This design comes from an exercise in tuning for small area and a short achievable clock period on the open sky130 flow, not from production work. Where RTL was checked, it was by simulation tests only, not by an equivalence proof against the original. Function not checked in runs 2 and 3: the RTL went through the layout flow alone. Power figures rest on the tool's default switching activity, not on a simulated workload.

## flow/design.v (module list and top-level ports; edited modules follow where they fit)
// module mul32_pipe: 1679 lines
// module mul_fa: 6 lines
// module mul_xor2: 5 lines
// module mul_maj3: 5 lines
// module mul_ha: 6 lines
module mul32_pipe(clk, rst, in_valid, a, b, out_valid, p);
  // ...
==> flow/flow/run.sh <==
#!/bin/bash
# Own layout flow: the standard ORFS flow (standard.sh), unchanged except that the
# port buffers that global placement inserts on every input and output use a plain buffer
# (buf_4) instead of the delay cell buffer_ports picks by default.
set -euo pipefail
export BUFFER_PORTS_ARGS="-buffer_cell sky130_fd_sc_hd__buf_4"
bash standard.sh finish > standard_flow.log 2>&1
==> flow/standard.sh <==
#!/bin/bash
# synth_recipe.tcl (not shown) runs the flow's synth.tcl, then flattens the netlist and writes it again
# the make line also repeats each setting of config.mk as NAME=value (left out here)
make -C /OpenROAD-flow-scripts/flow DESIGN_CONFIG=/design/flow/config.mk WORK_HOME=/design/flow/orfs CLKGATE_MAP_FILE= SYNTH_SCRIPT=/design/flow/synth_recipe.tcl "${@:-finish}"
==> flow/config.mk <==
export PLATFORM = sky130hd
export DESIGN_NAME = mul32_pipe
export DESIGN_NICKNAME = mul32_pipe
export VERILOG_FILES = /design/flow/design.v
export SDC_FILE = /design/flow/constraint.sdc
export NUM_CORES = 4
export LEC_CHECK = 0
export ABC_AREA = 1
export CAP_MARGIN = 20
export CORE_MARGIN = 2
export CORE_UTILIZATION = 55
export GPL_TIMING_DRIVEN = 0
export SLEW_MARGIN = 20
export SYNTH_HIERARCHICAL = 1
==> flow/constraint.sdc <==
create_clock -name core_clock -period 2.5 [get_ports {clk}]
set_input_delay 0.5000 -clock core_clock [delete_from_list [all_inputs] [get_ports {clk}]]
set_output_delay 0.5000 -clock core_clock [all_outputs]
set_load 0.01 [all_outputs]
==> out/qor.csv, run 1 <==
metric,value,unit
status,"complete, but fails checks",
Failed Checks,negative setup slack,
routing usage on met3,13.3,%
Std-Cell Rows,93,
clock insertion delay at the later pin of the skew report,0.63,ns
Clock Root Buffer,clkbuf_16,
worst-path cell chain,"buf_4, clkinvlp_4, nand2_1, clkbuf_2, o22ai_2, xor2_2, fa_1, fa_1",
Worst-Margin Slew,1.06,ns
"count leader, synth",nand2_1,
unique cell type count in the Yosys netlist,36,
"CTS clk-pin slew, worst paths",0.07,ns
hold bufs inserted after CTS,1,
CP Launch Type,input port,
Final clock-cell share,4.67,%
Yosys warnings,7,
final net count,4565,
Crit. End Element,flop,
Final WS setup,-0.0529,ns
minimum clock period,2.55,ns
Fin Setup TNS,-0.442,ns
Net Sw Power,0.0330,W
Top power group,combinational cells,
total number of sequential cells,510,
wire length per cell,28.6,um
simple-gate share of the synthesized area,9.74,%
final setup fails,20,
CTS tree,yes,
"area leader, netlist",dfxtp_1,
Post-Synthesis Cells,3706,
Worst path top cell family by delay,adder cells,
HPWL Detailed,110000,um
GRT Max-Usage Layer,met2,
nonclk buf count,407,
Non-clk invs,378,
fraction of area in multi-input gates,58.2,%
vias,29000,
xor and xnor fraction of the mapped netlist area,13.4,%
Crit path buffers/inverters,3,
"slowest stage delay, CP",0.55,ns
==> run 2, diff against run 1 <==
--- a/flow/design.v
+++ b/flow/design.v
@@ -1,21 +1,22 @@
 module mul32_pipe(clk, rst, in_valid, a, b, out_valid, p);
   input clk, rst, in_valid;
   input [31:0] a, b;
   output out_valid;
   output [63:0] p;
-  reg [2:0] vpipe;
+  reg [3:0] vpipe;
   always @(posedge clk)
-    if (rst) vpipe <= 3'd0;
-    else vpipe <= {vpipe[1:0], in_valid};
-  assign out_valid = vpipe[2];
+    if (rst) vpipe <= 4'd0;
+    else vpipe <= {vpipe[2:0], in_valid};
+  assign out_valid = vpipe[3];
   reg [305:0] rk1;
   reg [136:0] rk2;
-  reg [63:0] rk3;
+  reg [92:0] rk3;
+  reg [63:0] rk4;
   wire n1 = b[1] & ~b[0];
   wire n2 = b[2] ^ b[1];
   wire n3 = (b[3] & ~b[2] & ~b[1]) | (~b[3] & b[2] & b[1]);
   wire n4 = b[4] ^ b[3];
   wire n5 = (b[5] & ~b[4] & ~b[3]) | (~b[5] & b[4] & b[3]);
   wire n6 = b[6] ^ b[5];
   wire n7 = (b[7] & ~b[6] & ~b[5]) | (~b[7] & b[6] & b[5]);
   wire n8 = b[8] ^ b[7];
@@ -614,175 +615,175 @@
   wire n601 = a[25] & b[31];
   wire n602 = a[26] & b[31];
   wire n603 = a[27] & b[31];
   wire n604 = a[28] & b[31];
   wire n605 = a[29] & b[31];
   wire n606 = a[30] & b[31];
   wire n607 = a[31] & b[31];
   wire fs608, fc608;
-  mul_fa u608(n34, n66, b[3], fs608, fc608);
+  mul_fa u608(b[3], n34, n66, fs608, fc608);
   wire fs609, fc609;
-  mul_fa u609(n36, n68, n100, fs609, fc609);
+  mul_fa u609(b[5], n36, n68, fs609, fc609);
   wire fs610, fc610;
   mul_fa u610(n37, n69, n101, fs610, fc610);
   wire fs611, fc611;
-  mul_fa u611(n38, n70, n102, fs611, fc611);
+  mul_fa u611(b[7], n38, n70, fs611, fc611);
   wire fs612, fc612;
   mul_fa u612(n39, n71, n103, fs612, fc612);
   wire fs613, fc613;
-  mul_fa u613(n40, n72, n104, fs613, fc613);
+  mul_fa u613(b[9], n40, n72, fs613, fc613);
   wire fs614, fc614;
-  mul_fa u614(n136, n168, b[9], fs614, fc614);
+  mul_fa u614(n104, n136, n168, fs614, fc614);
   wire fs615, fc615;
   mul_fa u615(n41, n73, n105, fs615, fc615);
   wire fs616, fc616;
-  mul_fa u616(n42, n74, n106, fs616, fc616);
+  mul_fa u616(b[11], n42, n74, fs616, fc616);
   wire fs617, fc617;
-  mul_fa u617(n138, n170, n202, fs617, fc617);
+  mul_fa u617(n106, n138, n170, fs617, fc617);
   wire fs618, fc618;
   mul_fa u618(n43, n75, n107, fs618, fc618);
   wire fs619, fc619;
   mul_fa u619(n139, n171, n203, fs619, fc619);
   wire fs620, fc620;
-  mul_fa u620(n44, n76, n108, fs620, fc620);
+  mul_fa u620(b[13], n44, n76, fs620, fc620);
   wire fs621, fc621;
-  mul_fa u621(n140, n172, n204, fs621, fc621);
+  mul_fa u621(n108, n140, n172, fs621, fc621);
   wire fs622, fc622;
   mul_fa u622(n45, n77, n109, fs622, fc622);
   wire fs623, fc623;
   mul_fa u623(n141, n173, n205, fs623, fc623);
   wire fs624, fc624;
-  mul_fa u624(n46, n78, n110, fs624, fc624);
+  mul_fa u624(b[15], n46, n78, fs624, fc624);
   wire fs625, fc625;
-  mul_fa u625(n142, n174, n206, fs625, fc625);
+  mul_fa u625(n110, n142, n174, fs625, fc625);
   wire fs626, fc626;
-  mul_fa u626(n238, n270, b[15], fs626, fc626);
+  mul_fa u626(n206, n238, n270, fs626, fc626);
   wire fs627, fc627;
   mul_fa u627(n47, n79, n111, fs627, fc627);
   wire fs628, fc628;
   mul_fa u628(n143, n175, n207, fs628, fc628);
   wire fs629, fc629;
-  mul_fa u629(n48, n80, n112, fs629, fc629);
+  mul_fa u629(b[17], n48, n80, fs629, fc629);
   wire fs630, fc630;
-  mul_fa u630(n144, n176, n208, fs630, fc630);
+  mul_fa u630(n112, n144, n176, fs630, fc630);
   wire fs631, fc631;
-  mul_fa u631(n240, n272, n304, fs631, fc631);
+  mul_fa u631(n208, n240, n272, fs631, fc631);
   wire fs632, fc632;
   mul_fa u632(n49, n81, n113, fs632, fc632);
   wire fs633, fc633;
   mul_fa u633(n145, n177, n209, fs633, fc633);
   wire fs634, fc634;
   mul_fa u634(n241, n273, n305, fs634, fc634);
   wire fs635, fc635;
-  mul_fa u635(n50, n82, n114, fs635, fc635);
+  mul_fa u635(b[19], n50, n82, fs635, fc635);
   wire fs636, fc636;
-  mul_fa u636(n146, n178, n210, fs636, fc636);
+  mul_fa u636(n114, n146, n178, fs636, fc636);
   wire fs637, fc637;
-  mul_fa u637(n242, n274, n306, fs637, fc637);
+  mul_fa u637(n210, n242, n274, fs637, fc637);
   wire fs638, fc638;
   mul_fa u638(n51, n83, n115, fs638, fc638);
   wire fs639, fc639;
   mul_fa u639(n147, n179, n211, fs639, fc639);
   wire fs640, fc640;
   mul_fa u640(n243, n275, n307, fs640, fc640);
   wire fs641, fc641;
-  mul_fa u641(n52, n84, n116, fs641, fc641);
+  mul_fa u641(b[21], n52, n84, fs641, fc641);
   wire fs642, fc642;
-  mul_fa u642(n148, n180, n212, fs642, fc642);
+  mul_fa u642(n116, n148, n180, fs642, fc642);
   wire fs643, fc643;
-  mul_fa u643(n244, n276, n308, fs643, fc643);
+  mul_fa u643(n212, n244, n276, fs643, fc643);
   wire fs644, fc644;
-  mul_fa u644(n340, n372, b[21], fs644, fc644);
+  mul_fa u644(n308, n340, n372, fs644, fc644);
   wire fs645, fc645;
   mul_fa u645(n53, n85, n117, fs645, fc645);
   wire fs646, fc646;
   mul_fa u646(n149, n181, n213, fs646, fc646);
   wire fs647, fc647;
   mul_fa u647(n245, n277, n309, fs647, fc647);
   wire fs648, fc648;
-  mul_fa u648(n54, n86, n118, fs648, fc648);
+  mul_fa u648(b[23], n54, n86, fs648, fc648);
   wire fs649, fc649;
-  mul_fa u649(n150, n182, n214, fs649, fc649);
+  mul_fa u649(n118, n150, n182, fs649, fc649);
   wire fs650, fc650;
-  mul_fa u650(n246, n278, n310, fs650, fc650);
+  mul_fa u650(n214, n246, n278, fs650, fc650);
   wire fs651, fc651;
-  mul_fa u651(n342, n374, n406, fs651, fc651);
+  mul_fa u651(n310, n342, n374, fs651, fc651);
   wire fs652, fc652;
   mul_fa u652(n55, n87, n119, fs652, fc652);
   wire fs653, fc653;
   mul_fa u653(n151, n183, n215, fs653, fc653);
   wire fs654, fc654;
   mul_fa u654(n247, n279, n311, fs654, fc654);
   wire fs655, fc655;
   mul_fa u655(n343, n375, n407, fs655, fc655);
   wire fs656, fc656;
-  mul_fa u656(n56, n88, n120, fs656, fc656);
+  mul_fa u656(b[25], n56, n88, fs656, fc656);
   wire fs657, fc657;
-  mul_fa u657(n152, n184, n216, fs657, fc657);
+  mul_fa u657(n120, n152, n184, fs657, fc657);
   wire fs658, fc658;
-  mul_fa u658(n248, n280, n312, fs658, fc658);
+  mul_fa u658(n216, n248, n280, fs658, fc658);
   wire fs659, fc659;
-  mul_fa u659(n344, n376, n408, fs659, fc659);
+  mul_fa u659(n312, n344, n376, fs659, fc659);
   wire fs660, fc660;
   mul_fa u660(n57, n89, n121, fs660, fc660);
   wire fs661, fc661;
   mul_fa u661(n153, n185, n217, fs661, fc661);
   wire fs662, fc662;
   mul_fa u662(n249, n281, n313, fs662, fc662);
   wire fs663, fc663;
   mul_fa u663(n345, n377, n409, fs663, fc663);
   wire fs664, fc664;
-  mul_fa u664(n58, n90, n122, fs664, fc664);
+  mul_fa u664(b[27], n58, n90, fs664, fc664);
   wire fs665, fc665;
-  mul_fa u665(n154, n186, n218, fs665, fc665);
+  mul_fa u665(n122, n154, n186, fs665, fc665);
   wire fs666, fc666;
-  mul_fa u666(n250, n282, n314, fs666, fc666);
+  mul_fa u666(n218, n250, n282, fs666, fc666);
   wire fs667, fc667;
-  mul_fa u667(n346, n378, n410, fs667, fc667);
+  mul_fa u667(n314, n346, n378, fs667, fc667);
   wire fs668, fc668;
-  mul_fa u668(n442, n474, b[27], fs668, fc668);
+  mul_fa u668(n410, n442, n474, fs668, fc668);
   wire fs669, fc669;
   mul_fa u669(n59, n91, n123, fs669, fc669);
   wire fs670, fc670;
   mul_fa u670(n155, n187, n219, fs670, fc670);
   wire fs671, fc671;
   mul_fa u671(n251, n283, n315, fs671, fc671);
   wire fs672, fc672;
   mul_fa u672(n347, n379, n411, fs672, fc672);
   wire fs673, fc673;
-  mul_fa u673(n60, n92, n124, fs673, fc673);
+  mul_fa u673(b[29], n60, n92, fs673, fc673);
   wire fs674, fc674;
-  mul_fa u674(n156, n188, n220, fs674, fc674);
+  mul_fa u674(n124, n156, n188, fs674, fc674);
   wire fs675, fc675;
-  mul_fa u675(n252, n284, n316, fs675, fc675);
+  mul_fa u675(n220, n252, n284, fs675, fc675);
   wire fs676, fc676;
-  mul_fa u676(n348, n380, n412, fs676, fc676);
+  mul_fa u676(n316, n348, n380, fs676, fc676);
   wire fs677, fc677;
-  mul_fa u677(n444, n476, n508, fs677, fc677);
+  mul_fa u677(n412, n444, n476, fs677, fc677);
   wire fs678, fc678;
   mul_fa u678(n61, n93, n125, fs678, fc678);
   wire fs679, fc679;
   mul_fa u679(n157, n189, n221, fs679, fc679);
   wire fs680, fc680;
   mul_fa u680(n253, n285, n317, fs680, fc680);
   wire fs681, fc681;
   mul_fa u681(n349, n381, n413, fs681, fc681);
   wire fs682, fc682;
   mul_fa u682(n445, n477, n509, fs682, fc682);
   wire fs683, fc683;
-  mul_fa u683(n62, n94, n126, fs683, fc683);
+  mul_fa u683(b[31], n62, n94, fs683, fc683);
   wire fs684, fc684;
-  mul_fa u684(n158, n190, n222, fs684, fc684);
+  mul_fa u684(n126, n158, n190, fs684, fc684);
   wire fs685, fc685;
-  mul_fa u685(n254, n286, n318, fs685, fc685);
+  mul_fa u685(n222, n254, n286, fs685, fc685);
   wire fs686, fc686;
-  mul_fa u686(n350, n382, n414, fs686, fc686);
+  mul_fa u686(n318, n350, n382, fs686, fc686);
   wire fs687, fc687;
-  mul_fa u687(n446, n478, n510, fs687, fc687);
+  mul_fa u687(n414, n446, n478, fs687, fc687);
   wire fs688, fc688;
   mul_fa u688(n63, n95, n127, fs688, fc688);
   wire fs689, fc689;
   mul_fa u689(n159, n191, n223, fs689, fc689);
   wire fs690, fc690;
   mul_fa u690(n255, n287, n319, fs690, fc690);
   wire fs691, fc691;
   mul_fa u691(n351, n383, n415, fs691, fc691);
@@ -978,49 +979,49 @@
   mul_fa u786(n540, n572, n604, fs786, fc786);
   wire fs787, fc787;
   mul_fa u787(n541, n573, n605, fs787, fc787);
   wire fs788, fc788;
   mul_fa u788(n574, n606, 1'b1, fs788, fc788);
   wire fs789, fc789;
   mul_fa u789(n35, n67, fc608, fs789, fc789);
   wire fs790, fc790;
-  mul_fa u790(n134, b[7], fc610, fs790, fc790);
+  mul_fa u790(n102, n134, fc610, fs790, fc790);
   wire fs791, fc791;
   mul_fa u791(n135, fc611, fs612, fs791, fc791);
   wire fs792, fc792;
   mul_fa u792(fc612, fs613, fs614, fs792, fc792);
   wire fs793, fc793;
   mul_fa u793(n137, n169, fc613, fs793, fc793);
   wire fs794, fc794;
-  mul_fa u794(b[11], fc615, fs616, fs794, fc794);
+  mul_fa u794(n202, fc615, fs616, fs794, fc794);
   wire fs795, fc795;
   mul_fa u795(fc616, fc617, fs618, fs795, fc795);
   wire fs796, fc796;
-  mul_fa u796(n236, b[13], fc618, fs796, fc796);
+  mul_fa u796(n204, n236, fc618, fs796, fc796);
   wire fs797, fc797;
   mul_fa u797(fc619, fs620, fs621, fs797, fc797);
   wire fs798, fc798;
   mul_fa u798(n237, fc620, fc621, fs798, fc798);
   wire fs799, fc799;
   mul_fa u799(fc622, fc623, fs624, fs799, fc799);
   wire fs800, fc800;
   mul_fa u800(n239, n271, fc624, fs800, fc800);
   wire fs801, fc801;
   mul_fa u801(fc625, fc626, fs627, fs801, fc801);
   wire fs802, fc802;
-  mul_fa u802(b[17], fc627, fc628, fs802, fc802);
+  mul_fa u802(n304, fc627, fc628, fs802, fc802);
   wire fs803, fc803;
   mul_fa u803(fs629, fs630, fs631, fs803, fc803);
   wire fs804, fc804;
   mul_fa u804(fc629, fc630, fc631, fs804, fc804);
   wire fs805, fc805;
   mul_fa u805(fs632, fs633, fs634, fs805, fc805);
   wire fs806, fc806;
-  mul_fa u806(n338, b[19], fc632, fs806, fc806);
+  mul_fa u806(n306, n338, fc632, fs806, fc806);
   wire fs807, fc807;
   mul_fa u807(fc633, fc634, fs635, fs807, fc807);
   wire fs808, fc808;
   mul_fa u808(n339, fc635, fc636, fs808, fc808);
   wire fs809, fc809;
   mul_fa u809(fc637, fs638, fs639, fs809, fc809);
   wire fs810, fc810;
   mul_fa u810(fc638, fc639, fc640, fs810, fc810);
@@ -1028,25 +1029,25 @@
   mul_fa u811(fs641, fs642, fs643, fs811, fc811);
   wire fs812, fc812;
   mul_fa u812(n341, n373, fc641, fs812, fc812);
   wire fs813, fc813;
   mul_fa u813(fc642, fc643, fc644, fs813, fc813);
   wire fs814, fc814;
   mul_fa u814(fs645, fs646, fs647, fs814, fc814);
   wire fs815, fc815;
-  mul_fa u815(b[23], fc645, fc646, fs815, fc815);
+  mul_fa u815(n406, fc645, fc646, fs815, fc815);
   wire fs816, fc816;
   mul_fa u816(fc647, fs648, fs649, fs816, fc816);
   wire fs817, fc817;
   mul_fa u817(fc648, fc649, fc650, fs817, fc817);
   wire fs818, fc818;
   mul_fa u818(fc651, fs652, fs653, fs818, fc818);
   wire fs819, fc819;
-  mul_fa u819(n440, b[25], fc652, fs819, fc819);
+  mul_fa u819(n408, n440, fc652, fs819, fc819);
   wire fs820, fc820;
   mul_fa u820(fc653, fc654, fc655, fs820, fc820);
   wire fs821, fc821;
   mul_fa u821(fs656, fs657, fs658, fs821, fc821);
   wire fs822, fc822;
   mul_fa u822(n441, fc656, fc657, fs822, fc822);
   wire fs823, fc823;
   mul_fa u823(fc658, fc659, fs660, fs823, fc823);
@@ -1060,29 +1061,29 @@
   mul_fa u827(fs666, fs667, fs668, fs827, fc827);
   wire fs828, fc828;
   mul_fa u828(n443, n475, fc664, fs828, fc828);
   wire fs829, fc829;
   mul_fa u829(fc665, fc666, fc667, fs829, fc829);
   wire fs830, fc830;
   mul_fa u830(fc668, fs669, fs670, fs830, fc830);
   wire fs831, fc831;
-  mul_fa u831(b[29], fc669, fc670, fs831, fc831);
+  mul_fa u831(n508, fc669, fc670, fs831, fc831);
   wire fs832, fc832;
   mul_fa u832(fc671, fc672, fs673, fs832, fc832);
   wire fs833, fc833;
   mul_fa u833(fs674, fs675, fs676, fs833, fc833);
   wire fs834, fc834;
   mul_fa u834(fc673, fc674, fc675, fs834, fc834);
   wire fs835, fc835;
   mul_fa u835(fc676, fc677, fs678, fs835, fc835);
   wire fs836, fc836;
   mul_fa u836(fs679, fs680, fs681, fs836, fc836);
   wire fs837, fc837;
-  mul_fa u837(n542, b[31], fc678, fs837, fc837);
+  mul_fa u837(n510, n542, fc678, fs837, fc837);
   wire fs838, fc838;
   mul_fa u838(fc679, fc680, fc681, fs838, fc838);
   wire fs839, fc839;
   mul_fa u839(fc682, fs683, fs684, fs839, fc839);
   wire fs840, fc840;
   mul_fa u840(fs685, fs686, fs687, fs840, fc840);
   wire fs841, fc841;
   mul_fa u841(n543, fc683, fc684, fs841, fc841);
@@ -1520,41 +1521,41 @@
   mul_fa u1057(fs929, fc1002, fs1003, fs1057, fc1057);
   wire fs1058, fc1058;
   mul_fa u1058(fs931, fc1003, fs1004, fs1058, fc1058);
   wire fs1059, fc1059;
   mul_fa u1059(fs933, fc1004, fs1005, fs1059, fc1059);
   wire fs1060, fc1060;
   mul_fa u1060(fc1005, fs1006, fs1007, fs1060, fc1060);
   wire fs1061, fc1061;
-  mul_fa u1061(fc1006, hs1009, fc1007, fs1061, fc1061);
+  mul_fa u1061(hs1009, fc1006, fc1007, fs1061, fc1061);
   wire fs1062, fc1062;
-  mul_fa u1062(hc1009, fc1008, hs1011, fs1062, fc1062);
+  mul_fa u1062(hc1009, hs1011, fc1008, fs1062, fc1062);
   wire fs1063, fc1063;
-  mul_fa u1063(hc1011, fc1010, hs1013, fs1063, fc1063);
+  mul_fa u1063(hc1011, hs1013, fc1010, fs1063, fc1063);
   wire fs1064, fc1064;
-  mul_fa u1064(hc1013, fc1012, hs1015, fs1064, fc1064);
+  mul_fa u1064(hc1013, hs1015, fc1012, fs1064, fc1064);
   wire fs1065, fc1065;
   mul_fa u1065(hc1015, fc1014, fs1016, fs1065, fc1065);
   wire fs1066, fc1066;
-  mul_fa u1066(fc1016, hs1019, fc1017, fs1066, fc1066);
+  mul_fa u1066(hs1019, fc1016, fc1017, fs1066, fc1066);
   wire fs1067, fc1067;
   mul_fa u1067(hc1019, fc1018, fs1020, fs1067, fc1067);
   wire fs1068, fc1068;
   mul_fa u1068(fc1020, fc1021, fs1022, fs1068, fc1068);
   wire fs1069, fc1069;
   mul_fa u1069(fc1022, fc1023, fs1024, fs1069, fc1069);
   wire fs1070, fc1070;
   mul_fa u1070(fc1024, fc1025, fs1026, fs1070, fc1070);
   wire fs1071, fc1071;
-  mul_fa u1071(fc1026, hs1029, fc1027, fs1071, fc1071);
+  mul_fa u1071(hs1029, fc1026, fc1027, fs1071, fc1071);
   wire fs1072, fc1072;
   mul_fa u1072(hc1029, fc1028, fs1030, fs1072, fc1072);
   wire fs1073, fc1073;
-  mul_fa u1073(fc1030, hs1033, fc1031, fs1073, fc1073);
+  mul_fa u1073(hs1033, fc1030, fc1031, fs1073, fc1073);
   wire fs1074, fc1074;
   mul_fa u1074(fs968, hc1033, fc1032, fs1074, fc1074);
   wire fs1075, fc1075;
   mul_fa u1075(fs970, fc1034, fs1035, fs1075, fc1075);
   wire fs1076, fc1076;
   mul_fa u1076(fs971, fs972, fc1035, fs1076, fc1076);
   wire fs1077, fc1077;
   mul_fa u1077(fs974, fc1036, fs1037, fs1077, fc1077);
@@ -1665,22 +1666,25 @@
   wire hs1130, hc1130;
   mul_ha u1130(rk2[113], rk2[114], hs1130, hc1130);
   wire fs1131, fc1131;
   mul_fa u1131(rk2[116], rk2[117], rk2[118], fs1131, fc1131);
   wire fs1132, fc1132;
   mul_fa u1132(rk2[120], rk2[121], rk2[122], fs1132, fc1132);
   wire fs1133, fc1133;
   mul_fa u1133(rk2[124], rk2[125], rk2[126], fs1133, fc1133);
-  wire [64:0] s1134;
-  assign s1134 = {rk2[135], rk2[134], rk2[132], rk2[131], rk2[129], rk2[128], fc1133, fs1133, fc1132, fs1132, fc1131, fs1131, hc1130, fc1129, hc1128, fc1127, hc1126, fc1125, hc1124, fc1123, hc1122, fc1121, fc1120, fc1119, fc1118, fc1117, fc1116, fc1115, fc1114, fc1113, fc1112, fc1111, fc1110, fc1109, fc1108, hc1107, hc1106, hc1105, hc1104, hc1103, hc1102, hc1101, hc1100, hc1099, hc1098, hc1097, hc1096, hc1095, hc1094, hc1093, hc1092, hc1091, hc1090, hc1089, hc1088, fc1087, fs1087, rk2[7], rk2[6], rk2[5], rk2[4], rk2[3], rk2[2], rk2[0]} + {rk2[136], 1'b0, rk2[133], 1'b0, rk2[130], 1'b0, rk2[127], 1'b0, rk2[123], 1'b0, rk2[119], 1'b0, rk2[115], hs1130, fs1129, hs1128, fs1127, hs1126, fs1125, hs1124, fs1123, hs1122, fs1121, fs1120, fs1119, fs1118, fs1117, fs1116, fs1115, fs1114, fs1113, fs1112, fs1111, fs1110, fs1109, fs1108, hs1107, hs1106, hs1105, hs1104, hs1103, hs1102, hs1101, hs1100, hs1099, hs1098, hs1097, hs1096, hs1095, hs1094, hs1093, hs1092, hs1091, hs1090, hs1089, hs1088, 1'b0, 1'b0, 1'b0, 1'b0, 1'b0, 1'b0, 1'b0, rk2[1]} + 1'b0;
-  always @(posedge clk) rk1 <= {fs908, fs788, fc787, fs787, fc786, fc907, fs907, fc906, fs906, fc905, fs784, fs905, fc904, fs783, fc782, fs904, fc903, fs782, fs903, fc902, fs780, fs902, fc901, fs778, fs777, fs901, fc900, fs776, fs775, fs900, fc899, fc898, fs899, fs898, fc897, fc896, fs772, fs897, fs896, fc895, fc894, fs895, fs894, fc893, fc892, fs893, fs892, fc891, fc890, fs764, fs891, fs890, fc889, fc888, fs761, fs889, fs888, fc887, fc886, fs758, fs757, fs887, fs886, fc885, fc884, fc883, fs885, fs884, fs883, fc882, fc881, fs752, fs751, fs882, fs881, fc880, fc879, fs748, fs747, fs880, fs879, fc878, fc877, fc876, fs878, fs877, fs876, fc875, fc874, fc873, fs875, fs874, fs873, fc872, fc871, fc870, fs736, fs872, fs871, fs870, fc869, fc868, fc867, fs732, fs731, fs869, fs868, fs867, fc866, fc865, fc864, fs728, fs866, fs865, fs864, fc863, fc862, fc861, fs723, fs863, fs862, fs861, fc860, fc859, fc858, fs718, fs717, fs860, fs859, fs858, fc857, fc856, fc855, fs713, fs712, fs857, fs856, fs855, fc854, fc853, fc852, fc851, fs708, fs854, fs853, fs852, fs851, fc850, fc849, fc848, fs703, fs702, fs850, fs849, fs848, fc847, fc846, fc845, fc844, fs847, fs846, fs845, fs844, fc843, fc842, fc841, fs692, fs691, fs843, fs842, fs841, fc840, fc839, fc838, fc837, fs840, fs839, fs838, fs837, fc836, fc835, fc834, fs682, fs836, fs835, fs834, fc833, fc832, fc831, fs677, fs833, fs832, fs831, fc830, fc829, fc828, fs672, fs671, fs830, fs829, fs828, fc827, fc826, fc825, fs827, fs826, fs825, fc824, fc823, fc822, fs824, fs823, fs822, fc821, fc820, fc819, fs659, fs821, fs820, fs819, fc818, fc817, fs655, fs654, fs818, fs817, fc816, fc815, fs651, fs650, fs816, fs815, fc814, fc813, fc812, fs814, fs813, fs812, fc811, fc810, fs644, fs811, fs810, fc809, fc808, fs640, fs809, fs808, fc807, fc806, fs637, fs636, fs807, fs806, fc805, fc804, fs805, fs804, fc803, fc802, fs803, fs802, fc801, fc800, fs628, fs801, fs800, fc799, fs626, fs625, fs799, fc798, fs623, fs622, fs798, fc797, fc796, fs797, fs796, fc795, fs619, fs795, fc794, fs617, fs794, fc793, fs615, fc614, fs793, fc792, fs792, fc791, fs791, fc790, fs611, fs790, fs610, fc609, fs609, b[5], fc789, fs789, fs608, n33, b[1], n32};
+  wire [30:0] s1134;
+  assign s1134 = {fc1108, hc1107, hc1106, hc1105, hc1104, hc1103, hc1102, hc1101, hc1100, hc1099, hc1098, hc1097, hc1096, hc1095, hc1094, hc1093, hc1092, hc1091, hc1090, hc1089, hc1088, fc1087, fs1087, rk2[7], rk2[6], rk2[5], rk2[4], rk2[3], rk2[2], rk2[0]} + {fs1109, fs1108, hs1107, hs1106, hs1105, hs1104, hs1103, hs1102, hs1101, hs1100, hs1099, hs1098, hs1097, hs1096, hs1095, hs1094, hs1093, hs1092, hs1091, hs1090, hs1089, hs1088, 1'b0, 1'b0, 1'b0, 1'b0, 1'b0, 1'b0, 1'b0, rk2[1]} + 1'b0;
+  wire [34:0] s1135;
+  assign s1135 = {rk3[60], rk3[59], rk3[57], rk3[56], rk3[54], rk3[53], rk3[51], rk3[50], rk3[48], rk3[47], rk3[45], rk3[44], rk3[42], rk3[40], rk3[38], rk3[36], rk3[34], rk3[32], rk3[30], rk3[28], rk3[26], rk3[24], rk3[22], rk3[20], rk3[18], rk3[16], rk3[14], rk3[12], rk3[10], rk3[8], rk3[6], rk3[4], rk3[2], rk3[0]} + {rk3[61], 1'b0, rk3[58], 1'b0, rk3[55], 1'b0, rk3[52], 1'b0, rk3[49], 1'b0, rk3[46], 1'b0, rk3[43], rk3[41], rk3[39], rk3[37], rk3[35], rk3[33], rk3[31], rk3[29], rk3[27], rk3[25], rk3[23], rk3[21], rk3[19], rk3[17], rk3[15], rk3[13], rk3[11], rk3[9], rk3[7], rk3[5], rk3[3], rk3[1]} + rk3[92];
+  always @(posedge clk) rk1 <= {fs908, fs788, fc787, fs787, fc786, fc907, fs907, fc906, fs906, fc905, fs784, fs905, fc904, fs783, fc782, fs904, fc903, fs782, fs903, fc902, fs780, fs902, fc901, fs778, fs777, fs901, fc900, fs776, fs775, fs900, fc899, fc898, fs899, fs898, fc897, fc896, fs772, fs897, fs896, fc895, fc894, fs895, fs894, fc893, fc892, fs893, fs892, fc891, fc890, fs764, fs891, fs890, fc889, fc888, fs761, fs889, fs888, fc887, fc886, fs758, fs757, fs887, fs886, fc885, fc884, fc883, fs885, fs884, fs883, fc882, fc881, fs752, fs751, fs882, fs881, fc880, fc879, fs748, fs747, fs880, fs879, fc878, fc877, fc876, fs878, fs877, fs876, fc875, fc874, fc873, fs875, fs874, fs873, fc872, fc871, fc870, fs736, fs872, fs871, fs870, fc869, fc868, fc867, fs732, fs731, fs869, fs868, fs867, fc866, fc865, fc864, fs728, fs866, fs865, fs864, fc863, fc862, fc861, fs723, fs863, fs862, fs861, fc860, fc859, fc858, fs718, fs717, fs860, fs859, fs858, fc857, fc856, fc855, fs713, fs712, fs857, fs856, fs855, fc854, fc853, fc852, fc851, fs708, fs854, fs853, fs852, fs851, fc850, fc849, fc848, fs703, fs702, fs850, fs849, fs848, fc847, fc846, fc845, fc844, fs847, fs846, fs845, fs844, fc843, fc842, fc841, fs692, fs691, fs843, fs842, fs841, fc840, fc839, fc838, fc837, fs840, fs839, fs838, fs837, fc836, fc835, fc834, fs682, fs836, fs835, fs834, fc833, fc832, fc831, fs677, fs833, fs832, fs831, fc830, fc829, fc828, fs672, fs671, fs830, fs829, fs828, fc827, fc826, fc825, fs827, fs826, fs825, fc824, fc823, fc822, fs824, fs823, fs822, fc821, fc820, fc819, fs659, fs821, fs820, fs819, fc818, fc817, fs655, fs654, fs818, fs817, fc816, fc815, fs651, fs650, fs816, fs815, fc814, fc813, fc812, fs814, fs813, fs812, fc811, fc810, fs644, fs811, fs810, fc809, fc808, fs640, fs809, fs808, fc807, fc806, fs637, fs636, fs807, fs806, fc805, fc804, fs805, fs804, fc803, fc802, fs803, fs802, fc801, fc800, fs628, fs801, fs800, fc799, fs626, fs625, fs799, fc798, fs623, fs622, fs798, fc797, fc796, fs797, fs796, fc795, fs619, fs795, fc794, fs617, fs794, fc793, fs615, fc614, fs793, fc792, fs792, fc791, fs791, fc790, fs611, fs790, fs610, fc609, fs609, n100, fc789, fs789, fs608, n33, n32, b[1]};
   always @(posedge clk) rk2 <= {fc1050, rk1[305], fs1050, fs990, fc1086, fs1086, fs1049, fc1085, fs1085, fs1048, fs987, fc986, fc1084, fs1084, fs1047, fc1046, fc1083, fs1083, fs1045, fc1044, fc1082, fs1082, fs1043, fc1042, fs1042, fc1041, fc1081, fs1081, fc1080, fs1040, fs1080, fc1079, fs1079, fc1078, fs1038, fs1078, fc1077, fs1077, fc1076, fs1036, fs1076, fc1075, fs1075, fc1074, fs1034, fs1074, fc1073, fs1032, fs1073, fc1072, fs1031, fs1072, fc1071, fs1028, fs1071, fc1070, fs1027, fs1070, fc1069, fs1025, fs1069, fc1068, fs1023, fs1068, fc1067, fs1021, fs1067, fc1066, fs1018, fs1066, fc1065, fs1017, fs1065, fc1064, fs1014, fs1064, fc1063, fs1012, fs1063, fc1062, fs1010, fs1062, fc1061, fs1008, fs1061, fc1060, fs1060, fc1059, fs1059, fc1058, fs1058, fc1057, fs1057, fc1056, fs1056, fc1055, fs1055, fc1054, fs1054, fc1053, fs1053, fc1052, fs998, fs1052, fs997, fc996, fs996, fc995, fs995, fc994, fs994, fc993, fs993, fc992, fs992, fs914, fs913, fc912, fs912, fc911, fs911, fc910, fs910, rk1[19], rk1[15], rk1[14], rk1[13], rk1[12], fc1051, fs1051, fs991, fs909, rk1[4], rk1[3], rk1[2], rk1[1], rk1[0]};
-  always @(posedge clk) rk3 <= {s1134[63], s1134[62], s1134[61], s1134[60], s1134[59], s1134[58], s1134[57], s1134[56], s1134[55], s1134[54], s1134[53], s1134[52], s1134[51], s1134[50], s1134[49], s1134[48], s1134[47], s1134[46], s1134[45], s1134[44], s1134[43], s1134[42], s1134[41], s1134[40], s1134[39], s1134[38], s1134[37], s1134[36], s1134[35], s1134[34], s1134[33], s1134[32], s1134[31], s1134[30], s1134[29], s1134[28], s1134[27], s1134[26], s1134[25], s1134[24], s1134[23], s1134[22], s1134[21], s1134[20], s1134[19], s1134[18], s1134[17], s1134[16], s1134[15], s1134[14], s1134[13], s1134[12], s1134[11], s1134[10], s1134[9], s1134[8], s1134[7], s1134[6], s1134[5], s1134[4], s1134[3], s1134[2], s1134[1], s1134[0]};
-  assign p = {rk3[63], rk3[62], rk3[61], rk3[60], rk3[59], rk3[58], rk3[57], rk3[56], rk3[55], rk3[54], rk3[53], rk3[52], rk3[51], rk3[50], rk3[49], rk3[48], rk3[47], rk3[46], rk3[45], rk3[44], rk3[43], rk3[42], rk3[41], rk3[40], rk3[39], rk3[38], rk3[37], rk3[36], rk3[35], rk3[34], rk3[33], rk3[32], rk3[31], rk3[30], rk3[29], rk3[28], rk3[27], rk3[26], rk3[25], rk3[24], rk3[23], rk3[22], rk3[21], rk3[20], rk3[19], rk3[18], rk3[17], rk3[16], rk3[15], rk3[14], rk3[13], rk3[12], rk3[11], rk3[10], rk3[9], rk3[8], rk3[7], rk3[6], rk3[5], rk3[4], rk3[3], rk3[2], rk3[1], rk3[0]};
+  always @(posedge clk) rk3 <= {s1134[30], s1134[29], s1134[28], s1134[27], s1134[26], s1134[25], s1134[24], s1134[23], s1134[22], s1134[21], s1134[20], s1134[19], s1134[18], s1134[17], s1134[16], s1134[15], s1134[14], s1134[13], s1134[12], s1134[11], s1134[10], s1134[9], s1134[8], s1134[7], s1134[6], s1134[5], s1134[4], s1134[3], s1134[2], s1134[1], s1134[0], rk2[136], rk2[135], rk2[134], rk2[133], rk2[132], rk2[131], rk2[130], rk2[129], rk2[128], rk2[127], fc1133, fs1133, rk2[123], fc1132, fs1132, rk2[119], fc1131, fs1131, rk2[115], hc1130, hs1130, fc1129, fs1129, hc1128, hs1128, fc1127, fs1127, hc1126, hs1126, fc1125, fs1125, hc1124, hs1124, fc1123, fs1123, hc1122, hs1122, fc1121, fs1121, fc1120, fs1120, fc1119, fs1119, fc1118, fs1118, fc1117, fs1117, fc1116, fs1116, fc1115, fs1115, fc1114, fs1114, fc1113, fs1113, fc1112, fs1112, fc1111, fs1111, fc1110, fs1110, fc1109};
+  always @(posedge clk) rk4 <= {s1135[33], s1135[32], s1135[31], s1135[30], s1135[29], s1135[28], s1135[27], s1135[26], s1135[25], s1135[24], s1135[23], s1135[22], s1135[21], s1135[20], s1135[19], s1135[18], s1135[17], s1135[16], s1135[15], s1135[14], s1135[13], s1135[12], s1135[11], s1135[10], s1135[9], s1135[8], s1135[7], s1135[6], s1135[5], s1135[4], s1135[3], s1135[2], s1135[1], s1135[0], rk3[91], rk3[90], rk3[89], rk3[88], rk3[87], rk3[86], rk3[85], rk3[84], rk3[83], rk3[82], rk3[81], rk3[80], rk3[79], rk3[78], rk3[77], rk3[76], rk3[75], rk3[74], rk3[73], rk3[72], rk3[71], rk3[70], rk3[69], rk3[68], rk3[67], rk3[66], rk3[65], rk3[64], rk3[63], rk3[62]};
+  assign p = {rk4[63], rk4[62], rk4[61], rk4[60], rk4[59], rk4[58], rk4[57], rk4[56], rk4[55], rk4[54], rk4[53], rk4[52], rk4[51], rk4[50], rk4[49], rk4[48], rk4[47], rk4[46], rk4[45], rk4[44], rk4[43], rk4[42], rk4[41], rk4[40], rk4[39], rk4[38], rk4[37], rk4[36], rk4[35], rk4[34], rk4[33], rk4[32], rk4[31], rk4[30], rk4[29], rk4[28], rk4[27], rk4[26], rk4[25], rk4[24], rk4[23], rk4[22], rk4[21], rk4[20], rk4[19], rk4[18], rk4[17], rk4[16], rk4[15], rk4[14], rk4[13], rk4[12], rk4[11], rk4[10], rk4[9], rk4[8], rk4[7], rk4[6], rk4[5], rk4[4], rk4[3], rk4[2], rk4[1], rk4[0]};
 endmodule
 module mul_fa(x, y, z, s, c);
   input x, y, z;
   output s, c;
   assign s = x ^ y ^ z;
   assign c = (x & y) | (y & z) | (x & z);
 endmodule
 module mul_xor2(x, y, s);
@@ -1688,14 +1692,20 @@
   output s;
   assign s = x ^ y;
 endmodule
 module mul_maj3(x, y, z, c);
   input x, y, z;
   output c;
   assign c = (x & y) | (y & z) | (x & z);
 endmodule
+module mul_enc(b1, b0, bm, one, two);
+  input b1, b0, bm;
+  output one, two;
+  assign one = b0 ^ bm;
+  assign two = (b1 & ~b0 & ~bm) | (~b1 & b0 & bm);
+endmodule
 module mul_ha(x, y, s, c);
   input x, y;
   output s, c;
   assign s = x ^ y;
   assign c = x & y;
 endmodule
==> flow/config.mk (replaced) <==
export PLATFORM = sky130hd
export DESIGN_NAME = mul32_pipe
export DESIGN_NICKNAME = mul32_pipe
export VERILOG_FILES = /design/flow/design.v
export SDC_FILE = /design/flow/constraint.sdc
export NUM_CORES = 4
export LEC_CHECK = 0
export ABC_AREA = 1
export CAP_MARGIN = 20
export CORE_MARGIN = 2
export CORE_UTILIZATION = 40
export SLEW_MARGIN = 20
export SYNTH_HIERARCHICAL = 1
==> out/qor.csv, run 2 <==
metric,value,unit,change
final worst path period share,95.0,%,was 102%
share of the synthesized area in the top cell type,31.6,%,was 28.6%
minimum clock period,2.37,ns,was 2.55 ns
Num CTS Buffers,69,,was 52
Crit-path slowest cell,fa_1,,unchanged
"count leader, synth",dfxtp_1,,was nand2_1
Top reg by flops,rk1,,unchanged
Crit path buffers/inverters,1,,was 3
"slowest stage delay, CP",0.42,ns,was 0.55 ns
Int Pwr,0.0335,W,was 0.0344 W
die area,0.0981,sq mm,was 0.0669 sq mm
grt met2 use,35.6,%,was 63.0%
core area,0.0949,sq mm,was 0.0642 sq mm
sequential fraction of the synthesis area,31.6,%,was 28.6%
total track usage,23.4,%,was 40.8%
Layout area overhead,18.9,%,was 14.5%
CTS tree,yes,,unchanged
Iter 0 DRT Violations,2194,,was 3710
biggest regs,"rk1 x306, rk2 x137, rk3 x93",,"was rk1 x306, rk2 x137, rk3 x64"
Initial Util,40.3,%,was 55.5%
CP required,3.01,ns,was 3.00 ns
worst reg2reg setup slack,0.13,ns,was 0.08 ns
GRT Max-Usage Layer,met2,,unchanged
Seq pwr share,30.1,%,was 21.9%
post-CTS setup buffers,0,,was 5
Net Sw Power,0.0237,W,was 0.0330 W
status,finished clean,,"was complete, but fails checks"
vias,26500,,was 29.0k
clock insertion delay at the later pin of the skew report,0.64,ns,was 0.63 ns
RSZ-0062 raised after global routing,no,,was yes
antenna violations before repair,3,,was 8
"area leader, netlist",dfxtp_1,,unchanged
Post-synth EDFFs,0,,unchanged
most used flip-flop cell after synthesis,dfxtp_1,,unchanged
"CTS clk-pin slew, worst paths",0.06,ns,was 0.07 ns
Clock Sink Count,604,,was 510
Synth top cells by count,"604 x dfxtp_1, 541 x xor2_1, 494 x fa_1, 338 x nand2_1, 253 x o22ai_1",,"was 563 x nand2_1, 542 x xor2_1, 510 x dfxtp_1, 496 x o22ai_1, 492 x fa_1"
combinational fraction of design power,51.1,%,was 65.4%
worst rel slew slack,54.6,%,was 29.1%
"commonest non-fill, non-tap cell in the layout",dfxtp_1,,was nand2_1
layout cells sized above 1,24.9,%,was 17.0%
Worst Path Arrival,2.88,ns,was 3.06 ns
Setup crit start,rk2[9]$_DFF_P_,,was b[0]
final net count,4373,,was 4565
Clock Root Buffer,clkbuf_16,,unchanged
clock share of power,18.7,%,was 12.8%
Final Max Tran Viols,0,,unchanged
Largest register FFs,306,,unchanged
number of synthesized register bits,604,,was 510
H-tree levels,3,,was 2
Worst-Margin Slew,0.681,ns,was 1.06 ns
# DRC,0,,unchanged
ys async rst share,0,%,unchanged
Tightest Hold Check Type,input port to flop,,unchanged
Clock Tree Buf Depth,3,,unchanged
routed vias/inst,5.24,,was 6.01
fmax,0.421,GHz,was 0.392 GHz
VDD IR max,0.000653,V,was 0.000919 V
Post-Synthesis Cells,3435,,was 3706
Die Wd,313,um,was 259 um
Std-Cell Rows,113,,was 93
final wirelength,114000,um,was 138000 um
ranking of synthesized cells by area,"dfxtp_1 32%, fa_1 26%, xor2_1 12%",,"was dfxtp_1 29%, fa_1 28%, xor2_1 13%"
# port buffers,131,,was 129
clock skew,0.0262,ns,was 0.0200 ns
largest net degree at the start of global routing,47,,was 16
first-pass GRT wire length,172000,um,was 196000 um
TritonRoute pass-1 iters,5,,was 9
Yosys warnings,7,,unchanged
post-route ant nets,0,,unchanged
unique cell type count in the Yosys netlist,38,,was 36
P per Cell Area,1260,mW/mm^2,was 1650 mW/mm^2
Pleak,19.8,nW,was 18.4 nW
CP Max Fanout,4,,was 10
CP dominant cell by count,nand2_1,,was fa_1
wire length per cell,22.6,um,was 28.6 um
met1 Use GR,33.0,%,was 50.1%
Final GP Congestion,0.906,,was 1.09
fin util,47.9,%,was 63.6%
sw frac,41.5,%,was 49.0%
IO Pins,132,,unchanged
total gr overflow,0,,unchanged
Final WS setup,0.126,ns,was -0.0529 ns
Die H,313,um,was 259 um
Mapped Area,0.0382,sq mm,was 0.0357 sq mm
worst-path cell chain,"fa_1, ha_1, a21oi_1, buf_4, nor2_1, nor2_1, o21ai_2, nand2_1, nand3_1, nand2_1, nand2_1",,"was buf_4, clkinvlp_4, nand2_1, clkbuf_2, o22ai_2, xor2_2, fa_1, fa_1"
pre-CTS WS,-0.238,ns,was -1.05 ns
Fin. Hold Viols,0,,unchanged
Crit. End Element,flop,,unchanged
Fin Setup TNS,0,ns,was -0.442 ns
final setup fails,0,,was 20
RR Startpoint,rk2[9]$_DFF_P_,,was rk2[96]$_DFF_P_
CP Launch Type,flop,,was input port
max capacitance violation total,0,,unchanged
Setup CP Type,flop to flop,,was input port to flop
syn_area_per_cell,11.1,sq um,was 9.62 sq um
HPWL Detailed,86100,um,was 110000 um
Tot Pwr,0.0572,W,was 0.0674 W
routing usage on met3,5.70,%,was 13.3%
vias in the first global route,27300,,was 29.4k
Worst path top cell family by delay,simple AND/OR/NAND/NOR gates,,was adder cells
most frequent cells in the layout,"604 x dfxtp_1, 541 x xor2_1, 493 x fa_1",,"was 550 x nand2_1, 527 x xor2_1, 509 x dfxtp_1"
worst hold start,rst,,unchanged
==> run 2: power by group through the flow <==
stage / Clock, W / Combinational [W] / Sequential, W
6_report: 0.0107 / 0.0293 / 0.0172
5_1_grt: 0.0114 / 0.0330 / 0.0177
4_1_cts: 0.0110 / 0.0297 / 0.0173
3_5_place_dp: 0 / 0.0294 / 0.0175
3_3_place_gp: 0 / 0.0290 / 0.0174
2_1_floorplan: 0 / 0.0180 / 0.0170
==> run 2: cells by family (layout without fill, tap and decap cells) <==
logic type | count (synthesis) | after routing | share of synthesized area [%]
AND/OR/NAND/NOR | 564 | 564 | 6.50
other | 1 | 18 | 0.00981
buffers and inverters | 511 | 843 | 6.57
adder cells (fa/ha/maj) | 578 | 578 | 28.6
XOR/XNOR | 546 | 546 | 12.5
flip-flops | 604 | 604 | 31.6
AO/OA/AOI/OAI | 631 | 631 | 14.2
==> run 2: layout make-up <==
type                    count  area [sq um]
well taps                1265          1580
multi-input cells        2335         23700
clock buffers              92          1960
repair buffers            468          4680
diodes                      2          5.00
clock inverters            33           484
flip-flops and latches    604         12100
inverters                 250           938
fillers                  8641         49400
==> run 2: routing by layer <==
metal	vias up	share of wire [%]
met1	13300	44
met4	0	2.6
met2	1149	45
met5	-	0
li1	11800	-
met3	174	8.7
==> run 2: per-stage QoR <==
stage	instance area (sq um)	std cells	hold WS [ns]
3_5_place_dp	43000	4921	0.312
5_1_grt	45500	5049	0.0265
6_report	45500	5049	0.0489
3_3_place_gp	43000	4921	0.310
4_1_cts	45400	5047	0.00353
2_1_floorplan	38300	3450	0.310
==> run 2: repair_timing <==
item / CTS / global route
endpoints found under the hold margin: 1 / 0
resized for setup: 1 / 6
hold buffers: 1 / 0
setup endpoints to repair: 5 / 6
==> run 2: modules after synthesis (local to each module, per instance) <==
module | flip-flops and latches | copies in the design | cell area [sq um] | cells
mul_ha | 0 | 34 | 12.5 | 1
mul_fa | 0 | 492 | 20.0 | 1
mul32_pipe | 604 | 1 | 28000 | 2909
==> run 2: worst paths after layout <==
check             depth (start not counted)                   to
hold / removal                            2  vpipe[0]$_SDFF_PP0_
setup / recovery                         11      rk3[90]$_DFF_P_
setup reg to reg                         11      rk3[90]$_DFF_P_
hold reg to reg                           0       rk2[4]$_DFF_P_
==> run 3, diff against run 2 <==
--- a/flow/config.mk
+++ b/flow/config.mk
@@ -11,2 +11,3 @@
 export CORE_UTILIZATION = 40
+export SETUP_SLACK_MARGIN = 0.3
 export SLEW_MARGIN = 20
==> out/qor.csv, run 3 <==
metric,value,unit,change
status,finished clean,,unchanged
RSZ-0062 raised after global routing,yes,,was no
"commonest non-fill, non-tap cell in the layout",dfxtp_1,,unchanged
simple-gate share of the synthesized area,6.50,%,unchanged
Synth Area in Compound Gates,14.2,%,unchanged
Initial Util,40.3,%,unchanged
ys async rst share,0,%,unchanged
Tot Pwr,0.0586,W,was 0.0572 W
biggest regs,"rk1 x306, rk2 x137, rk3 x93",,unchanged
CTS tree,yes,,unchanged
share of the synthesized area in the top cell type,31.6,%,unchanged
Crit. End Element,flop,,unchanged
Worst Path Arrival,2.69,ns,was 2.88 ns
final wirelength,120000,um,was 114000 um
Tightest Hold Check Type,input port to flop,,unchanged
vias,26900,,was 26.5k
Post-Synth Adder-Cell Area,28.6,%,unchanged
total track usage,24.7,%,was 23.4%
largest family of logic cells by synthesized area,adder cells,,unchanged
Die H,313,um,unchanged
most used flip-flop cell after synthesis,dfxtp_1,,unchanged
Std-Cell Rows,113,,unchanged
CP Max Fanout,6,,was 4
Hold Crit Endpoint,rk1[0]$_DFF_P_,,was vpipe[0]$_SDFF_PP0_
final cell count without fillers,5130,,was 5049
fin util,50.0,%,was 47.9%
Clock Sink Count,604,,unchanged
Post-Place Cells,4997,,was 4921
Min Hold Slack,0.0406,ns,was 0.0489 ns
routed vias/inst,5.24,,about the same
die area,0.0981,sq mm,unchanged
fmax,0.460,GHz,was 0.421 GHz
Layout area overhead,24.0,%,was 18.9%
CP Launch Type,input port,,was flop
Pleak,20.5,nW,was 19.8 nW
ranking of synthesized cells by area,"dfxtp_1 32%, fa_1 26%, xor2_1 12%",,unchanged
final worst path period share,86.9,%,was 95.0%
HPWL Detailed,92400,um,was 86100 um
fillers,8471,,was 8641
hold-critical path depth,1,,was 2
first-pass GRT wire length,180000,um,was 172000 um
# DRC,0,,unchanged
"count leader, synth",dfxtp_1,,unchanged
Num CTS Buffers,70,,was 69
final net count,4455,,was 4373
Setup CP Type,input port to flop,,was flop to flop
# port buffers,131,,unchanged
worst hold start,b[1],,was rst
Clock Root Buffer,clkbuf_16,,unchanged
sequential fraction of the synthesis area,31.6,%,unchanged
Top reg by flops,rk1,,unchanged
Die Wd,313,um,unchanged
CP required,3.02,ns,was 3.01 ns
Fin. Hold Viols,0,,unchanged
core area,0.0949,sq mm,unchanged
Post-Synthesis Cells,3435,,unchanged
largest net degree at the start of global routing,49,,was 47
Worst-Margin Slew,0.624,ns,was 0.681 ns
"area leader, netlist",dfxtp_1,,unchanged
Clock Tree Buf Depth,3,,unchanged
post-route ant nets,0,,unchanged
worst reg2reg setup slack,0.37,ns,was 0.13 ns
vias in the first global route,28000,,was 27.3k
post-synthesis mux area share,0,%,unchanged
Iter 0 DRT Violations,2109,,was 2194
syn_area_per_cell,11.1,sq um,unchanged
H-tree levels,3,,unchanged
number of synthesized register bits,604,,unchanged
FF-to-FF End,rk3[92]$_DFF_P_,,was rk3[90]$_DFF_P_
Post-synth EDFFs,0,,unchanged
IO Pins,132,,unchanged
VDD IR max,0.000625,V,was 0.000653 V
wire length per cell,23.5,um,was 22.6 um
Final GP Congestion,0.932,,was 0.906
Yosys warnings,7,,unchanged
max capacitance violation total,0,,unchanged
antenna violations before repair,3,,unchanged
layout cells sized above 1,32.5,%,was 24.9%
Final Max Tran Viols,0,,unchanged
"CTS clk-pin slew, worst paths",0.06,ns,about the same
worst-case reg-to-reg path depth,8,,was 11
Mapped Area,0.0382,sq mm,unchanged
xor and xnor fraction of the mapped netlist area,12.5,%,unchanged
TritonRoute pass-1 iters,5,,unchanged
worst rel slew slack,58.4,%,was 54.6%
total gr overflow,0,,unchanged
clock insertion delay at the later pin of the skew report,0.64,ns,about the same
clock skew,0.0281,ns,was 0.0262 ns
unique cell type count in the Yosys netlist,38,,unchanged
P per Cell Area,1240,mW/mm^2,was 1260 mW/mm^2
Largest register FFs,306,,unchanged
Synth top cells by count,"604 x dfxtp_1, 541 x xor2_1, 494 x fa_1, 338 x nand2_1, 253 x o22ai_1",,unchanged
most frequent cells in the layout,"603 x dfxtp_1, 541 x xor2_1, 436 x buf_4",,"was 604 x dfxtp_1, 541 x xor2_1, 493 x fa_1"
minimum clock period,2.17,ns,was 2.37 ns
RR Startpoint,rk2[34]$_DFF_P_,,was rk2[9]$_DFF_P_
Fin Setup TNS,0,ns,unchanged
final setup fails,0,,unchanged
-- run 3: metal layers --
layer | track usage, % | share of wire [%]
met5 | 0 | 0.011
met2 | 39.2 | 46
met4 | 12.5 | 5.4
met3 | 5.03 | 7.3
met1 | 32.2 | 42
-- run 3: power breakdown --
part	total [W]	internal (W)	switching (W)	leakage [nW]
Sequential	0.0172	0.0150	0.00229	5.09
Clock	0.0107	0.00639	0.00428	1.18
Combinational	0.0306	0.0130	0.0176	14.2
-- run 3: critical path, cell delays in order --
cell     delay, ns
buf_4         0.17
nand2_4       0.06
nor2_2        0.15
a21oi_4       0.06
buf_4         0.17
buf_4         0.16
o22ai_2       0.10
xor2_1        0.33
fa_2          0.53
fa_1          0.44
-- run 3: per-stage QoR --
stage / setup WS [ns] / instance area (sq um)
finish: 0.327 / 47400
global placement: -0.314 / 44700
global route: 0.218 / 47400
floorplan: 0.0610 / 39600
CTS: 0.293 / 47200
detailed placement: -0.311 / 44700
-- run 3: cell type report --
type / count / area (sq um) / area share (%)
antenna: 1 / 2.50 / 0.00528
clock inverter: 38 / 470 / 0.992
sequential: 604 / 12100 / 25.5
tap: 1265 / 1580 / 3.34
inverter: 250 / 938 / 1.98
timing repair buffer: 549 / 5530 / 11.7
multi-input combinational: 2335 / 24900 / 52.4
clock buffer: 88 / 1940 / 4.09
-- run 3: how the worst max path moves through the flow --
stage,startpoint,endpoint,cells after the start
CTS,rk3[92]$_DFF_P_,rk4[60]$_DFF_P_,13
global route,rk2[34]$_DFF_P_,rk3[92]$_DFF_P_,10
finish,b[23],rk1[260]$_DFF_P_,10
floorplan,b[3],rk1[115]$_DFF_P_,9
detailed placement,b[23],rk1[260]$_DFF_P_,10
global placement,b[23],rk1[260]$_DFF_P_,10
-- run 3: cells by family (layout without fill, tap and decap cells) --
logic type | Yosys count | count (layout)
flip-flops | 604 | 604
other | 1 | 17
XOR/XNOR | 546 | 546
buffers and inverters | 511 | 925
adder cells (fa/ha/maj) | 578 | 578
AO/OA/AOI/OAI | 631 | 631
AND/OR/NAND/NOR | 564 | 564
-- run 3: what timing repair did --
item                                    4_1_cts  5_1_grt
setup buffers                                 1        5
gates resized for setup                      20       47
endpoints found under the setup margin       18       22
hold buffers                                  0        0
pin swaps                                     3       13
-- run 3: per-module statistics from Yosys, one instance, submodules excluded --
module      cells  area (sq um)  times used  flip-flops and latches
mul32_pipe   2909         28000           1                     604
mul_fa          1          20.0         492                       0
mul_ha          1          12.5          34                       0

## re-timing with driven ports
The results above use ideal ports. As a check the final layouts listed here were re-extracted and re-timed, cells and wires unchanged.
Step 1 sets driving cells, clkbuf_16 on the clock port and buf_2 on the other inputs (assumed; they add their load-dependent delay and slew).
Step 2 also shifts input and output timing later by t, the mid clock arrival at the registers, as if the neighbouring blocks saw the same clock.
Slacks: no drivers / after step 1 / after step 2; pairs: no drivers / after step 1.
run	shift t [ns]	setup slack, ns	worst hold slack (ns)	slew at the worst register clock pin (ns)
run 1	0.695	-0.053 / -0.011 / -0.706	0.034 / -0.007 / 0.312	0.08 / 0.08
run 2	0.693	0.126 / 0.126 / -0.355	0.049 / 0.010 / 0.315	0.07 / 0.07
run 3	0.700	0.327 / 0.107 / -0.592	0.041 / -0.003 / 0.318	0.07 / 0.07
With both steps, setup timing fails in run 2 and run 3, where it was met with ideal ports. The setup slack of run 3, which loses most, moves by -0.220 ns with the drivers and by -0.919 ns with both steps.
